What follows belongs to an exercise in optimizing a design on an open flow for small area; a production flow would make more cautious choices.
RTL that was checked went through simulation tests only; none was proved equivalent to the original.
No activity file was given, so power comes from the tool's default toggle rates.

Design Game520, start of the top module:
module Game520(clk, rst, row, r_col, g_col, led,
	btn1_i, btn2_i, btn3_i, ready_i, start_i, btn6_i, btn7_i, btn8_i,
	DIG, Y, lcd_en, lcd_rw, lcd_rs, lcd_data, speaker);
Size in the first run: ~880 cells after synthesis, roughly 0.0077 sq mm of cells after synthesis.
==> module debounce, before the edit <==
module debounce (clk, rst, run, key, key_pulse);
	input clk, rst;
	input run;				 
	input key;				 
	output key_pulse;		 
	reg key_rst, nkey_rst_pre;		 
	reg nkey_sec, nkey_sec_pre;		 
	localparam [7:0] POL = 8'b00101110;
	reg [7:0] cnt_s;
	wire [7:0] cnt = cnt_s ^ POL;
	wire key_edge = ~nkey_rst_pre & ~key_rst;
	wire any04 = cnt[0] | cnt[4];
	wire any_other = cnt[1] | cnt[2] | cnt[3] | cnt[5] | cnt[6];
	wire fb = cnt[7] ^ (any04 | ~any_other);
	wire last = run & cnt[7] & ~(any04 | any_other);		 
	assign key_pulse = ~nkey_sec_pre & nkey_sec;
	always @(posedge clk or negedge rst)
	if (!rst)
		nkey_sec <= 1'b0;
	else if (last)
		nkey_sec <= ~key;
	always @(posedge clk)
	begin
		if (key_edge | ~run)
			cnt_s <= {7'd0, ~run} ^ POL;
		else
			cnt_s <= {cnt[6:0], fb} ^ POL;
		key_rst <= key;
		nkey_rst_pre <= ~(key_rst | ~run);
		nkey_sec_pre <= nkey_sec;
	end
endmodule
Settings: LEC_CHECK=0, CAP_MARGIN=20, CORE_MARGIN=2, CORE_UTILIZATION=65, PLACE_DENSITY=0.75, SLEW_MARGIN=20; clock period 10.0 ns.
standard.sh (not shown) runs the stock make flow with config.mk's settings and CLKGATE_MAP_FILE= SYNTH_SCRIPT=/design/flow/synth_recipe.tcl, a recipe that flattens the netlist after the stock synthesis.
==> flow/flow/run.sh <==
#!/bin/bash
# Layout flow: the standard synthesis, then the combinational logic
# between the registers is mapped again with a stronger ABC script (the
# registers, their names and cell types are kept as the standard synthesis
# made them), then the standard layout from floorplan to finish.
# Each tool's output goes to a log file of its own in this folder.
set -euo pipefail
work=$(pwd)
res=$work/orfs/results/$FLOW_PLATFORM/Game520/base
yosys_bin=$FLOW_HOME/../tools/install/yosys/bin/yosys
lib=$FLOW_HOME/platforms/$FLOW_PLATFORM/lib/sky130_fd_sc_hd__tt_025C_1v80.lib

# 1. standard synthesis
bash standard.sh "$res/1_2_yosys.v" > "$work/flow_1_synth.log" 2>&1
cp "$res/1_2_yosys.v" "$work/standard_1_2_yosys.v"

# 2. map the combinational logic again: ABC's deepsyn is randomised, so it
# runs with several seeds, four at a time (flow/abc.script, @SEED@), and the
# smallest netlist is kept
dontuse=$(grep -o -- "-dont_use [A-Za-z0-9_]*" "$work/orfs/logs/$FLOW_PLATFORM/Game520/base/1_2_yosys.log" | sort -u | tr '\n' ' ')
best=""
best_area=""
for seed in 1 2 3 4 5 6 7 8 9 10 11 12; do
  abc_script=$(tr -d '\n' < "$work/flow/abc.script" | sed -e "s/@SEED@/$seed/g" -e 's/[&#]/\\&/g')
  sed -e "s#@LIB@#$lib#g" -e "s#@NET@#$work/standard_1_2_yosys.v#g" \
      -e "s#@OUT@#$work/resynth_$seed.v#g" -e "s#@MID@#$work/resynth_mid_$seed.v#g" -e "s#@TOP@#$FLOW_TOP#g" \
      -e "s#@DONTUSE@#$dontuse#g" -e "s#@ABC@#$abc_script#g" \
      "$work/flow/resynth.ys" > "$work/resynth_$seed.ys"
  "$yosys_bin" -s "$work/resynth_$seed.ys" > "$work/flow_2_resynth_$seed.log" 2>&1 &
  if (( seed % 4 == 0 )); then wait; fi
done
wait
for seed in 1 2 3 4 5 6 7 8 9 10 11 12; do
  area=$(grep "Chip area" "$work/flow_2_resynth_$seed.log" | tail -1 | awk '{print $NF}')
  echo "seed $seed: $area" >> "$work/flow_2_resynth_pick.log"
  if [[ -n "$area" ]] && { [[ -z "$best_area" ]] || awk -v a="$area" -v b="$best_area" 'BEGIN { exit !(a < b) }'; }; then
    best=$seed
    best_area=$area
  fi
done
echo "kept seed $best" >> "$work/flow_2_resynth_pick.log"
test -n "$best"
cp "$work/resynth_$best.v" "$res/1_2_yosys.v"

# 3. standard layout on the new netlist, with the ports buffered by the
# smallest buffer and a clock tree of smaller buffers (flow/layout.args)
mapfile -t layout_args < <(grep -v '^#' "$work/flow/layout.args" | grep .)
bash standard.sh "${layout_args[@]}" finish > "$work/flow_3_layout.log" 2>&1
test -f "$work/out/final.def"
Other scripts of this flow, unchanged in this note and not shown: flow/flow/abc.script, flow/flow/layout.args, flow/flow/resynth.ys
Then changed:
--- a/flow/design.v
+++ b/flow/design.v
@@ -37,10 +37,10 @@
 	input key;				 
 	output key_pulse;		 
-	reg key_rst, nkey_rst_pre;		 
+	reg key_rst, key_rst_pre;
 	reg nkey_sec, nkey_sec_pre;		 
 	localparam [7:0] POL = 8'b00101110;
 	reg [7:0] cnt_s;
 	wire [7:0] cnt = cnt_s ^ POL;
-	wire key_edge = ~nkey_rst_pre & ~key_rst;
+	wire key_edge = key_rst_pre & ~key_rst;
 	wire any04 = cnt[0] | cnt[4];
 	wire any_other = cnt[1] | cnt[2] | cnt[3] | cnt[5] | cnt[6];
@@ -50,7 +50,14 @@
 	always @(posedge clk or negedge rst)
 	if (!rst)
+	begin
+		key_rst <= 1'b1;
 		nkey_sec <= 1'b0;
-	else if (last)
-		nkey_sec <= ~key;
+	end
+	else
+	begin
+		key_rst <= key;
+		if (last)
+			nkey_sec <= ~key;
+	end
 	always @(posedge clk)
 	begin
@@ -59,6 +66,5 @@
 		else
 			cnt_s <= {cnt[6:0], fb} ^ POL;
-		key_rst <= key;
-		nkey_rst_pre <= ~(key_rst | ~run);
+		key_rst_pre <= key_rst;
 		nkey_sec_pre <= nkey_sec;
 	end
Sequential share of layout area grows by 0.29 points.
Setup slack improves by 0.29 ns.
Total power climbs by 1.1%.
Maximum frequency increases by 4.8%.
Final cell count barely changes.
Die area rose by about 0.6%.
Count of clock-buffer cells in the layout is unchanged.
Cell area rises by 0.64%.
Global-route usage shrinks by 0.23 points.

## branch yarrow
Another version of the RTL of Game520 (not shown whole).
Size in the first run: ~920 cells after synthesis, ~7800 sq um of cells after synthesis.
==> module debounce, before the edit <==
module debounce (clk, rst, run, key, key_pulse);
	input clk, rst;
	input run;				 
	input key;				 
	output key_pulse;		 
	reg key_rst, key_rst_pre;
	reg nkey_sec, nkey_sec_pre;		 
	localparam [7:0] POL = 8'b10101010;
	reg [7:0] cnt_s;
	wire [7:0] cnt = cnt_s ^ POL;
	wire key_edge = key_rst_pre & ~key_rst;
	wire any04 = cnt[0] | cnt[4];
	wire any_other = cnt[1] | cnt[2] | cnt[3] | cnt[5] | cnt[6];
	wire fb = cnt[7] ^ (any04 | ~any_other);
	wire last = run & cnt[7] & ~(any04 | any_other);		 
	assign key_pulse = ~nkey_sec_pre & nkey_sec;
	always @(posedge clk or negedge rst)
	if (!rst)
	begin
		key_rst <= 1'b1;
		nkey_sec <= 1'b0;
	end
	else
	begin
		key_rst <= key;
		if (last)
			nkey_sec <= ~key;
	end
	always @(posedge clk)
	begin
		if (key_edge | ~run)
			cnt_s <= {7'd0, ~run} ^ POL;
		else
			cnt_s <= {cnt[6:0], fb} ^ POL;
		key_rst_pre <= key_rst;
		nkey_sec_pre <= nkey_sec;
	end
endmodule
Settings: LEC_CHECK=0, CAP_MARGIN=20, CORE_MARGIN=2, CORE_UTILIZATION=65, PLACE_DENSITY=0.75, SLEW_MARGIN=20; clock period 10.0 ns.
==> flow/flow/run.sh <==
#!/bin/bash
# Layout flow: the standard synthesis, then the combinational logic
# between the registers is mapped again with a stronger ABC script (the
# registers, their names and cell types are kept as the standard synthesis
# made them), then the standard layout from floorplan to finish.
# Each tool's output goes to a log file of its own in this folder.
set -euo pipefail
work=$(pwd)
res=$work/orfs/results/$FLOW_PLATFORM/Game520/base
yosys_bin=$FLOW_HOME/../tools/install/yosys/bin/yosys
lib=$FLOW_HOME/platforms/$FLOW_PLATFORM/lib/sky130_fd_sc_hd__tt_025C_1v80.lib

# 1. standard synthesis
bash standard.sh "$res/1_2_yosys.v" > "$work/flow_1_synth.log" 2>&1
cp "$res/1_2_yosys.v" "$work/standard_1_2_yosys.v"

# 2. map the combinational logic again: ABC's deepsyn is randomised, so it
# runs with several seeds, four at a time (flow/abc.script, @SEED@), and the
# smallest netlist is kept
dontuse=$(grep -o -- "-dont_use [A-Za-z0-9_]*" "$work/orfs/logs/$FLOW_PLATFORM/Game520/base/1_2_yosys.log" | sort -u | tr '\n' ' ')
best=""
best_area=""
for seed in 1 2 3 4 5 6 7 8; do
  abc_script=$(tr -d '\n' < "$work/flow/abc.script" | sed -e "s/@SEED@/$seed/g" -e 's/[&#]/\\&/g')
  sed -e "s#@LIB@#$lib#g" -e "s#@NET@#$work/standard_1_2_yosys.v#g" \
      -e "s#@OUT@#$work/resynth_$seed.v#g" -e "s#@MID@#$work/resynth_mid_$seed.v#g" -e "s#@TOP@#$FLOW_TOP#g" \
      -e "s#@DONTUSE@#$dontuse#g" -e "s#@ABC@#$abc_script#g" \
      "$work/flow/resynth.ys" > "$work/resynth_$seed.ys"
  "$yosys_bin" -s "$work/resynth_$seed.ys" > "$work/flow_2_resynth_$seed.log" 2>&1 &
  if (( seed % 4 == 0 )); then wait; fi
done
wait
for seed in 1 2 3 4 5 6 7 8; do
  area=$(grep "Chip area" "$work/flow_2_resynth_$seed.log" | tail -1 | awk '{print $NF}')
  echo "seed $seed: $area" >> "$work/flow_2_resynth_pick.log"
  if [[ -n "$area" ]] && { [[ -z "$best_area" ]] || awk -v a="$area" -v b="$best_area" 'BEGIN { exit !(a < b) }'; }; then
    best=$seed
    best_area=$area
  fi
done
echo "kept seed $best" >> "$work/flow_2_resynth_pick.log"
test -n "$best"
cp "$work/resynth_$best.v" "$res/1_2_yosys.v"

# 3. standard layout on the new netlist, with the ports buffered by the
# smallest buffer and a clock tree of smaller buffers (flow/layout.args)
mapfile -t layout_args < <(grep -v '^#' "$work/flow/layout.args" | grep .)
bash standard.sh "${layout_args[@]}" finish > "$work/flow_3_layout.log" 2>&1
test -f "$work/out/final.def"
Other scripts of this flow, unchanged in this note and not shown: flow/flow/abc.script, flow/flow/layout.args, flow/flow/resynth.ys
> inputs changed (branch yarrow -> branch violet)
--- a/flow/design.v
+++ b/flow/design.v
@@ -41,12 +41,11 @@
 	localparam [7:0] POL = 8'b10101010;
 	reg [7:0] cnt_s;
 	wire [7:0] cnt = cnt_s ^ POL;
 	wire key_edge = key_rst_pre & ~key_rst;
-	wire any04 = cnt[0] | cnt[4];
-	wire any_other = cnt[1] | cnt[2] | cnt[3] | cnt[5] | cnt[6];
-	wire fb = cnt[7] ^ (any04 | ~any_other);
-	wire last = run & cnt[7] & ~(any04 | any_other);		 
+	wire low0 = ~|cnt[6:0];
+	wire fb = cnt[7] ^ cnt[5] ^ cnt[4] ^ cnt[3] ^ low0;	 
+	wire last = run & cnt[7] & low0;		 
 	assign key_pulse = ~nkey_sec_pre & nkey_sec;
 	always @(posedge clk or negedge rst)
 	if (!rst)
 	begin
Findings:
Having completed the whole flow, branch violet delivered a layout that passed the timing, design-rule and antenna checks. Compared branch violet vs branch yarrow, and combinational fraction of design power is up in branch violet. branch yarrow ended up with sky130_fd_sc_hd__o22ai_1 as its master of the slowest instance on the critical path; branch violet ended up with sky130_fd_sc_hd__dfrtp_1. From branch yarrow to branch violet the numbers moved as follows: met3 wire length lower, post-route clock skew moved up, largest net degree at the start of global routing rose by about 9%, global-route track usage on met1 shrank by 2.2 points, synthesis-to-layout area growth shows no meaningful change. branch violet ended up with r1.id[3]$_DFFE_PN0P_ as its timing startpoint of the critical path; branch yarrow ended up with r1.id[1]$_DFFE_PN0P_. Changes observed in branch violet relative to branch yarrow: overall power has increased, biggest fanout along the worst timing path -6, final area ~0 delta, logic depth of the worst setup path including buffers increased 3.
For branch violet, only the layout was checked, not whether the RTL still works.

==> static timing again, ports no longer ideal <==
Ports are ideal in the flow. The routed layouts listed here were re-timed in OpenROAD.
Step 1: set_driving_cell puts a clkbuf_16 on clk and a buf_2 on each other input, an assumption about the parent block.
Step 2, shift: input delay + t, output delay - t, t = (earliest + latest rising clock arrival at the registers) / 2. This alone moves slack from input paths to output paths.
Slacks: ideal ports / drivers / drivers and shift; pairs: ideal ports / drivers.
run | shift t [ns] | slack for setup (ns) | hold WS [ns] | latest minus earliest clock arrival (ns) | slew at the worst register clock pin (ns)
the first run of note 1 | 0.485 | 3.658 / 3.621 / 4.106 | 0.397 / 0.397 / 0.397 | 0.033 / 0.032 | 0.09 / 0.09
the second run of note 1 | 0.485 | 3.947 / 3.909 / 4.394 | 0.414 / 0.414 / 0.414 | 0.046 / 0.046 | 0.10 / 0.10
branch yarrow | 0.481 | 3.940 / 3.902 / 4.383 | 0.389 / 0.389 / 0.389 | 0.028 / 0.027 | 0.09 / 0.09
branch violet | 0.478 | 3.656 / 3.616 / 4.094 | 0.397 / 0.397 / 0.397 | 0.041 / 0.041 | 0.09 / 0.09
After both steps setup and hold are still met in every run listed.
